This is an optimization exercise on Yosys and OpenROAD, whose aim is small area and a short achievable clock period, not a production implementation. Where RTL was checked, it was by simulation tests only, not by an equivalence proof against the original. Power figures rest on the tool's default switching activity, not on a simulated workload.

==> v14 <==
## balance_cntrl
module balance_cntrl
# (parameter fast_sim=1)
(
input clk, rst_n,
input vld, pwr_up, rider_off,
input logic signed [15:0] ptch,
input logic signed [15:0] ptch_rt,
input logic [11:0] steer_pot,
input logic en_steer,
output logic signed [11:0] lft_spd,
output logic signed [11:0] rght_spd,
output logic too_fast
);
logic signed [17:0] integrator;
logic [17:0] integrator_in;
logic [7:0] ss_tmr;
PID PID_balance (.clk(clk), .rst_n(rst_n), .pwr_up(pwr_up), .integrator_in(integrator_in),
                 .integrator(integrator), .ss_tmr(ss_tmr));
SegwayMath SegwayMath_balance (.vld(vld), .pwr_up(pwr_up), .rider_off(rider_off), .ptch(ptch),
                 .ptch_rt(ptch_rt), .steer_pot(steer_pot), .en_steer(en_steer),
                 .integrator(integrator), .ss_tmr(ss_tmr), .integrator_in(integrator_in),
                 .lft_spd(lft_spd), .rght_spd(rght_spd), .too_fast(too_fast));
endmodule
==> module PID, before the edit <==
module PID(
input clk, rst_n,
input pwr_up,
input logic [17:0] integrator_in,
output logic signed [17:0] integrator,
output logic [7:0] ss_tmr
);
logic [10:0] pre;
logic [7:0] ss_inc;
logic [8:0] sc;
wire pre_fb = ~(pre[10] ^ pre[8]) ^ (&pre[9:0]);
wire pre_wrap = pre[10] && !(|pre[9:0]);
always_comb begin
  sc[0] = pre_wrap & !(&ss_tmr);
  for (int k = 0; k < 8; k++) begin
    ss_inc[k] = ss_tmr[k] ^ sc[k];
    sc[k+1] = sc[k] & ss_tmr[k];
  end
end
always_ff @(posedge clk, negedge rst_n) begin
  if (!rst_n)
    integrator <= 18'h00000;
  else
    integrator <= integrator_in;
end
always_ff @(posedge clk, negedge rst_n) begin
  if (!rst_n) begin
    pre <= 11'h000;
    ss_tmr <= 8'h00;
  end else if (!pwr_up) begin
    pre <= 11'h000;
    ss_tmr <= 8'h00;
  end else begin
    pre <= {pre[9:0], pre_fb};
    ss_tmr <= ss_inc;
  end
end
endmodule
==> flow/config.mk <==
export PLATFORM = sky130hd
export DESIGN_NAME = balance_cntrl
export DESIGN_NICKNAME = balance_cntrl
export VERILOG_FILES = /design/flow/design.v
export SDC_FILE = /design/flow/constraint.sdc
export NUM_CORES = 4
export LEC_CHECK = 0
export ABC_AREA = 1
export CAP_MARGIN = 20
export CORE_MARGIN = 2
export CORE_UTILIZATION = 65
export SLEW_MARGIN = 20
==> flow/constraint.sdc <==
create_clock -name core_clock -period 35.0 [get_ports {clk}]
set_input_delay 7.0000 -clock core_clock [delete_from_list [all_inputs] [get_ports {clk}]]
set_output_delay 7.0000 -clock core_clock [all_outputs]
set_load 0.01 [all_outputs]
standard.sh (not shown) runs the stock make flow with config.mk's settings and CLKGATE_MAP_FILE= SYNTH_SCRIPT=/design/flow/synth_recipe.tcl, a recipe that flattens the netlist after the stock synthesis.
==> flow/flow/run.sh <==
#!/bin/bash
# Layout flow: the standard synthesis, then an inverter clean-up around the
# full-adder cells (polarity.py) and a re-map of the remaining gates
# (remap.tcl, ABC area script), then the standard layout steps with plain
# buf_1 port buffers and a setup-repair target of MARGIN ns.
set -euo pipefail
MARGIN=8
R=orfs/results/sky130hd/balance_cntrl/base
bash standard.sh  synth > 1_standard_synth.log 2>&1
cp $R/1_2_yosys.v std_1_2_yosys.v
python3 flow/polarity.py std_1_2_yosys.v pol.v > 2_polarity.log 2>&1
export REMAP_IN=pol.v REMAP_OUT=remap.v
export REMAP_LIB=$FLOW_HOME/platforms/sky130hd/lib/sky130_fd_sc_hd__tt_025C_1v80.lib
export REMAP_ABC_SCRIPT=$FLOW_HOME/scripts/abc_area.script
export REMAP_DONT_USE="$(sed -n '/DONT_USE_CELLS += /,/^$/p' $FLOW_HOME/platforms/sky130hd/config.mk | grep -o 'sky130_fd_sc_hd__[a-z0-9_]*' | tr '\n' ' ')"
yosys -c flow/remap.tcl > 3_remap.log 2>&1
cp remap.v $R/1_2_yosys.v
rm -f $R/1_synth.odb $R/1_synth.sdc
ARGS=( "BUFFER_PORTS_ARGS=-buffer_cell sky130_fd_sc_hd__buf_1")
if [ "$MARGIN" != "none" ]; then
  ARGS+=("SETUP_SLACK_MARGIN=$MARGIN")
fi
bash standard.sh "${ARGS[@]}" finish > 4_standard_finish.log 2>&1
Other scripts of this flow, unchanged in this note and not shown: flow/flow/polarity.py, flow/flow/remap.tcl
==> v7: changes against v14 <==
--- a/flow/design.v
+++ b/flow/design.v
@@ -8,8 +8,13 @@
 logic [10:0] pre;
+logic [10:0] pre_inc;
 logic [7:0] ss_inc;
+logic [11:0] pc;
 logic [8:0] sc;
-wire pre_fb = ~(pre[10] ^ pre[8]) ^ (&pre[9:0]);
-wire pre_wrap = pre[10] && !(|pre[9:0]);
 always_comb begin
-  sc[0] = pre_wrap & !(&ss_tmr);
+  pc[0] = 1'b1;
+  for (int k = 0; k < 11; k++) begin
+    pre_inc[k] = pre[k] ^ pc[k];
+    pc[k+1] = pc[k] & pre[k];
+  end
+  sc[0] = pc[11] & !(&ss_tmr);
   for (int k = 0; k < 8; k++) begin
@@ -33,3 +38,3 @@
   end else begin
-    pre <= {pre[9:0], pre_fb};
+    pre <= pre_inc;
     ss_tmr <= ss_inc;
--- a/flow/flow/run.sh
+++ b/flow/flow/run.sh
@@ -3,8 +3,7 @@
 # full-adder cells (polarity.py) and a re-map of the remaining gates
-# (remap.tcl, ABC area script), then the standard layout steps with plain
-# buf_1 port buffers and a setup-repair target of MARGIN ns.
+# (remap.tcl, ABC area script), then the standard layout steps.
 set -euo pipefail
-MARGIN=8
+MARGIN=10
 R=orfs/results/sky130hd/balance_cntrl/base
-bash standard.sh  synth > 1_standard_synth.log 2>&1
+bash standard.sh synth > 1_standard_synth.log 2>&1
 cp $R/1_2_yosys.v std_1_2_yosys.v
@@ -18,6 +17,6 @@
 rm -f $R/1_synth.odb $R/1_synth.sdc
-ARGS=( "BUFFER_PORTS_ARGS=-buffer_cell sky130_fd_sc_hd__buf_1")
-if [ "$MARGIN" != "none" ]; then
-  ARGS+=("SETUP_SLACK_MARGIN=$MARGIN")
+if [ "$MARGIN" = "none" ]; then
+  bash standard.sh finish > 4_standard_finish.log 2>&1
+else
+  bash standard.sh SETUP_SLACK_MARGIN=$MARGIN finish > 4_standard_finish.log 2>&1
 fi
-bash standard.sh "${ARGS[@]}" finish > 4_standard_finish.log 2>&1
- CORE_UTILIZATION: 65 -> 40
==> comparison <==
- Of v14 and v7, v7 has the higher setup slack (gap 1.0 ns).
- In sequential cell count, v7 and v14 do not differ.
- Between v7 and v14, the lower hold slack is in v7 (gap 0.033 ns).
- In v7 the sequential share of layout area is lower than in v14, by 1.6 points.
- Between v7 and v14, the lower die area is in v14 (gap about 60%, measured against v14).
==> figures <==
item                                                                  v14                         v7
Status                                                     finished clean             finished clean
Amount of wire on met3 after detailed routing                     1430 um                    1050 um
Worst ir drop on vdd                                            0.0632 mV                  0.0555 mV
Worst path depth                                                       59                         53
Power, Total                                                   0.000519 W                 0.000726 W
Internal power                                                 0.000213 W                 0.000334 W
Half-perimeter wire length after placement                       14700 um                   16000 um
Multi-input combinational cell count                                  773                        783
Cell count after synthesis                                           1038                       1025
Critical register-to-register path endpoint    PID_balance.integrator[15]  PID_balance.integrator[5]
Power share of the clock group                                      0.088                      0.063
Clock tree skew after final layout                             0.00823 ns                 0.00734 ns
For v14, only the layout was checked, not whether the RTL still works.

-- what the ideal ports hide --
How much do the figures lean on ideal ports? The routed layouts below were timed once more, with nothing changed but the port constraints.
Step 1 assumes that a clkbuf_16 drives the clock port and a buf_2 every other input.
Step 2 adds t to the input delays and takes it off the output delays; t is the mean of the earliest and latest rising clock arrival at the registers after step 1. Input paths then give back, and output paths get back, about the clock's delay inside the block.
a / b / c = ideal / step 1 / step 2; a / b = the first two.
| run | t (ns) | setup slack, ns | worst setup path after step 2 | slew at the worst register clock pin (ns) | worst slew at a driven data input, ns |
|---|---|---|---|---|---|
| v14 | 0.314 | 8.789 / 8.767 / 8.767 | input to output | 0.06 / 0.06 | 0.03 |
| v7 | 0.315 | 9.785 / 9.749 / 9.749 | input to output | 0.06 / 0.06 | 0.05 |
After both steps every run listed still meets setup and hold. The setup slack of v7, which loses most, moves by -0.036 ns with the drivers and by -0.036 ns with both steps.
